This is an optimization exercise on Yosys and OpenROAD, whose aim is small area, not a production implementation. The RTL was checked by simulation tests, not by an equivalence proof against the original design. Power and IR drop assume default switching activity.

Setup of v6:
==> flow/design.v <==
module top_module(
    input clk,
    input reset,
    input echo,
    input RS232_DTE_RXD,
    output trig,
    output RS232_DTE_TXD,
    output [7:0] led
);
    localparam [12:0] LZ = 13'd1;
    localparam [12:0] LH = 13'd306;
    localparam [12:0] LT = 13'd4822;
    function [12:0] lstep(input [12:0] s);
        lstep = {s[11:0], s[12] ^ s[2]};
    endfunction
    reg rx_s0, rx_s1;
    always @(posedge clk or posedge reset)
        if (reset) begin
            rx_s0 <= 1'b1;
            rx_s1 <= 1'b1;
        end else begin
            rx_s0 <= RS232_DTE_RXD;
            rx_s1 <= rx_s0;
        end
    reg [3:0]  ri;
    reg [12:0] rc;
    reg        rx_m;    
    reg        rx_b0;   
    reg        usr;     
    wire rx_idle = (ri == 4'd0) || (ri == 4'd11) || (ri == 4'd12) || (ri == 4'd14);
    wire rx_tick = (rc == LT);
    always @(posedge clk) begin
        if (rx_idle)
            rc <= LH;
        else if (rx_tick)
            rc <= LZ;
        else
            rc <= lstep(rc);
    end
    always @(posedge clk) begin
        if (rx_idle)
            rx_m <= 1'b1;
        else if (rx_tick && ri >= 4'd3 && ri <= 4'd9 &&
                 (rx_s1 != (ri == 4'd4 || ri == 4'd8)))
            rx_m <= 1'b0;
        if (rx_tick && ri == 4'd2)
            rx_b0 <= rx_s1;
    end
    always @(posedge clk or posedge reset)
        if (reset) begin
            ri <= 4'd14;
            usr <= 1'b1;
        end else begin
            if (ri == 4'd12 || ri == 4'd13)
                usr <= ~rx_b0;
            else if (ri == 4'd14)
                usr <= 1'b0;
            if (ri == 4'd11) begin
                ri <= rx_s1 ? 4'd12 : 4'd13;
            end else if (ri == 4'd13) begin
                ri <= 4'd1;
            end else if (rx_idle) begin
                ri <= rx_s1 ? 4'd0 : 4'd1;
            end else if (rx_tick) begin
                if (ri == 4'd10)
                    ri <= (rx_s1 && rx_m) ? 4'd11 : 4'd0;
                else if (ri == 4'd1 && rx_s1)
                    ri <= 4'd0;
                else
                    ri <= ri + 4'd1;
            end
        end
    localparam [29:0] K     = 30'd1375;
    localparam [29:0] SS    = 30'd386241428;   
    localparam [29:0] XEND  = 30'd687104;      
    localparam [29:0] NB    = 30'd1073739074;  
    localparam [21:0] WRAPV = 22'd4190179;     
    localparam [2:0] S_FR = 3'b000;   
    localparam [2:0] S_FT = 3'b010;   
    localparam [2:0] S_CN = 3'b001;   
    localparam [2:0] S_W  = 3'b100;   
    localparam [2:0] S_C  = 3'b101;   
    localparam [2:0] S_D  = 3'b110;   
    reg [2:0]  st;
    reg [29:0] sr;
    wire st_f  = (st == S_FR) || (st == S_FT);
    wire st_cn = (st == S_CN);
    wire st_w  = (st == S_W);
    wire st_c  = (st == S_C);
    wire transmit_ready = (st == S_FT);
    wire trig_win = (sr[29:28] == 2'b00);
    wire cn_end = trig_win && ((sr & XEND) == XEND);
    wire wrap = (sr[21:0] == WRAPV);
    wire [7:0] raw_distance = sr[29:22];
    assign trig = st_cn && trig_win;
    always @(posedge clk) begin
        if (st_f)
            sr <= SS;
        else if (st_w || (st_c && echo && wrap))
            sr <= NB;
        else
            sr <= sr + K;
    end
    always @(posedge clk or posedge usr)
        if (usr)
            st <= S_FR;
        else case (st)
            S_FR, S_FT: st <= S_CN;
            S_CN: if (cn_end) st <= S_W;
            S_W:  if (echo) st <= S_C;
            S_C:  if (!echo) st <= S_D;
            S_D:  st <= S_FT;
            default: st <= S_FR;
        endcase
    reg [1:0] fi;
    reg [9:0] acc;
    reg [7:0] avg;
    reg [7:0] filt;
    always @(posedge clk or posedge reset)
        if (reset) begin
            fi <= 2'd0;
            acc <= 10'd0;
            avg <= 8'd0;
            filt <= 8'd0;
        end else if (transmit_ready) begin
            fi <= fi + 2'd1;
            if (fi == 2'd3) begin
                avg <= acc[9:2];
                filt <= avg;
                acc <= {2'b00, raw_distance};
            end else
                acc <= acc + {2'b00, raw_distance};
        end
    assign led = filt;
    reg [12:0] tc;
    reg [9:0]  ts;
    wire tx_tick = (tc == LT);
    always @(posedge clk)
        if (transmit_ready || tx_tick)
            tc <= LZ;
        else
            tc <= lstep(tc);
    always @(posedge clk or posedge reset)
        if (reset)
            ts <= 10'h3ff;
        else begin
            if (tx_tick)
                ts[0] <= ts[1];
            if (transmit_ready)
                ts[9:1] <= {filt, 1'b0};
            else if (tx_tick)
                ts[9:1] <= {1'b1, ts[9:2]};
        end
    assign RS232_DTE_TXD = ts[0];
endmodule
Settings: LEC_CHECK=0, CAP_MARGIN=20, CORE_MARGIN=2, CORE_UTILIZATION=70, SLEW_MARGIN=20; clock period 20.0 ns.
standard.sh (not shown) runs the stock make flow with config.mk's settings and CLKGATE_MAP_FILE= SYNTH_SCRIPT=/design/flow/synth_recipe.tcl, a recipe that flattens the netlist after the stock synthesis.
==> flow/flow/run.sh <==
#!/bin/bash
# Layout flow: the standard synthesis, then the combinational logic between
# the standard synthesis's flip-flops is re-mapped for area (flip-flops are
# kept as they are: same cells, same names), then the standard ORFS steps
# from floorplan to finish with a small clock tree and small port buffers.
# Each tool writes its full output to a log file in this folder.
set -euo pipefail
HERE=$(pwd)
RES=$HERE/orfs/results/sky130hd/top_module/base
LIB=$FLOW_HOME/platforms/sky130hd/lib/sky130_fd_sc_hd__tt_025C_1v80.lib

# 1. standard synthesis (synth_recipe.tcl through standard.sh)
bash standard.sh $RES/1_2_yosys.v > log_1_synth.txt 2>&1

# 2. re-map the logic between the flip-flops for area
DU=$(sed -n '/DONT_USE_CELLS += /,/^#/p' $FLOW_HOME/platforms/sky130hd/config.mk \
     | grep -o 'sky130_fd_sc_hd__[a-z0-9_]*' | sed 's/^/-dont_use /' | tr '\n' ' ')
cp $RES/1_2_yosys.v $HERE/std_synth.v
cat > remap.ys <<EOS
read_liberty -ignore_miss_func -ignore_miss_dir $LIB
blackbox sky130_fd_sc_hd__df* sky130_fd_sc_hd__edf* sky130_fd_sc_hd__sdf* sky130_fd_sc_hd__dl* sky130_fd_sc_hd__conb_1
read_verilog $HERE/std_synth.v
hierarchy -top $FLOW_TOP
flatten
opt -purge
abc -liberty $LIB $DU -script $HERE/flow/area.abc
opt_clean -purge
hilomap -singleton -hicell sky130_fd_sc_hd__conb_1 HI -locell sky130_fd_sc_hd__conb_1 LO
splitnets
opt_clean -purge
stat -liberty $LIB
write_verilog -noattr -nohex -nodec $HERE/remapped.v
EOS
yosys -l log_2_remap.txt remap.ys > /dev/null 2>&1
cp $HERE/remapped.v $RES/1_2_yosys.v

# 3. floorplan to finish
export BUFFER_PORTS_ARGS="-buffer_cell sky130_fd_sc_hd__buf_1"
export CTS_ARGS="-sink_clustering_enable -repair_clock_nets -buf_list sky130_fd_sc_hd__clkbuf_8 -dont_use_dummy_load"
bash standard.sh > log_3_layout.txt 2>&1
==> flow/flow/area.abc <==
strash
dch -f
map -a
strash
dch -f
amap
strash
dch -f
amap
topo
diff inputs: v6 => v7
diff --git a/flow/design.v b/flow/design.v
--- a/flow/design.v
+++ b/flow/design.v
@@ -24,12 +24,14 @@
         end
     reg [3:0]  ri;
     reg [12:0] rc;
     reg        rx_m;    
     reg        rx_b0;   
+    reg        me_e;    
+    reg        me;
     reg        usr;     
-    wire rx_idle = (ri == 4'd0) || (ri == 4'd11) || (ri == 4'd12) || (ri == 4'd14);
+    wire rx_idle = (ri == 4'd0);
     wire rx_tick = (rc == LT);
     always @(posedge clk) begin
         if (rx_idle)
             rc <= LH;
         else if (rx_tick)
@@ -46,37 +48,36 @@
         if (rx_tick && ri == 4'd2)
             rx_b0 <= rx_s1;
     end
     always @(posedge clk or posedge reset)
         if (reset) begin
-            ri <= 4'd14;
-            usr <= 1'b1;
+            ri <= 4'd0;
+            me_e <= 1'b1;
         end else begin
-            if (ri == 4'd12 || ri == 4'd13)
-                usr <= ~rx_b0;
-            else if (ri == 4'd14)
-                usr <= 1'b0;
-            if (ri == 4'd11) begin
-                ri <= rx_s1 ? 4'd12 : 4'd13;
-            end else if (ri == 4'd13) begin
-                ri <= 4'd1;
-            end else if (rx_idle) begin
-                ri <= rx_s1 ? 4'd0 : 4'd1;
+            if (rx_idle) begin
+                if (!rx_s1) ri <= 4'd1;
             end else if (rx_tick) begin
-                if (ri == 4'd10)
-                    ri <= (rx_s1 && rx_m) ? 4'd11 : 4'd0;
-                else if (ri == 4'd1 && rx_s1)
+                if (ri == 4'd10 || (ri == 4'd1 && rx_s1))
                     ri <= 4'd0;
                 else
                     ri <= ri + 4'd1;
+                if (ri == 4'd10 && rx_s1 && rx_m)
+                    me_e <= rx_b0;
             end
+        end
+    always @(posedge clk or posedge reset)
+        if (reset) begin
+            me <= 1'b1;
+            usr <= 1'b1;
+        end else begin
+            me <= me_e;
+            usr <= ~me;
         end
     localparam [29:0] K     = 30'd1375;
     localparam [29:0] SS    = 30'd386241428;   
     localparam [29:0] XEND  = 30'd687104;      
-    localparam [29:0] NB    = 30'd1073739074;  
-    localparam [21:0] WRAPV = 22'd4190179;     
+    localparam [21:0] WRAPV = 22'd4192929;     
     localparam [2:0] S_FR = 3'b000;   
     localparam [2:0] S_FT = 3'b010;   
     localparam [2:0] S_CN = 3'b001;   
     localparam [2:0] S_W  = 3'b100;   
     localparam [2:0] S_C  = 3'b101;   
@@ -89,19 +90,20 @@
     wire st_c  = (st == S_C);
     wire transmit_ready = (st == S_FT);
     wire trig_win = (sr[29:28] == 2'b00);
     wire cn_end = trig_win && ((sr & XEND) == XEND);
     wire wrap = (sr[21:0] == WRAPV);
+    wire inc = st_cn || (st_c && echo);
     wire [7:0] raw_distance = sr[29:22];
     assign trig = st_cn && trig_win;
     always @(posedge clk) begin
         if (st_f)
             sr <= SS;
         else if (st_w || (st_c && echo && wrap))
-            sr <= NB;
+            sr <= 30'd0;
         else
-            sr <= sr + K;
+            sr <= sr + (inc ? K : 30'd0);
     end
     always @(posedge clk or posedge usr)
         if (usr)
             st <= S_FR;
         else case (st)
Notes after the runs:
v7 was carried through to the last stage, and its layout satisfied the timing, DRC and antenna checks.
Of v6 and v7, the run reporting the higher layout overhead on the synthesized area was v7.
There was hardly any difference in clock buffer and inverter area fraction after layout between v7 and v6.
v7 vs. v6: buffers inserted during post-CTS setup optimization ~0 delta; logic depth of the worst path, buffers included +16; total global routing track utilization -0.52 points; first-pass GRT wire length -150 um; net switching fraction of the power +1.7 points.
Changes observed in v7 relative to v6: number of non-clock buffers in the layout increased 2, routed wirelength normalized by instance count +about 0.6%.
Re synthesized area divided by synthesized cell count: v7 is 0.11 um2 up on v6.
~same clock insertion delay at the later pin of the skew report in v6 and v7

-- what the ideal ports hide --
How much do the figures lean on ideal ports? The routed layouts below were timed once more, with nothing changed but the port constraints.
Step 1, drivers: a clkbuf_16 drives clk and a buf_2 each remaining input, both assumed.
Step 2 also shifts input and output timing later by t, the mid clock arrival at the registers, as if the neighbouring blocks saw the same clock.
Slacks: ideal / step 1 / step 2; pairs: ideal / step 1.
run | shift t [ns] | slack for setup (ns) | slew at the worst register clock pin (ns)
v6 | 0.379 | 14.673 / 14.642 / 14.469 | 0.10 / 0.10
v7 | 0.379 | 12.164 / 12.170 / 11.792 | 0.11 / 0.11
After both steps every run listed still meets setup and hold. The setup slack of v7, which loses most, moves by +0.006 ns with the drivers and by -0.372 ns with both steps.
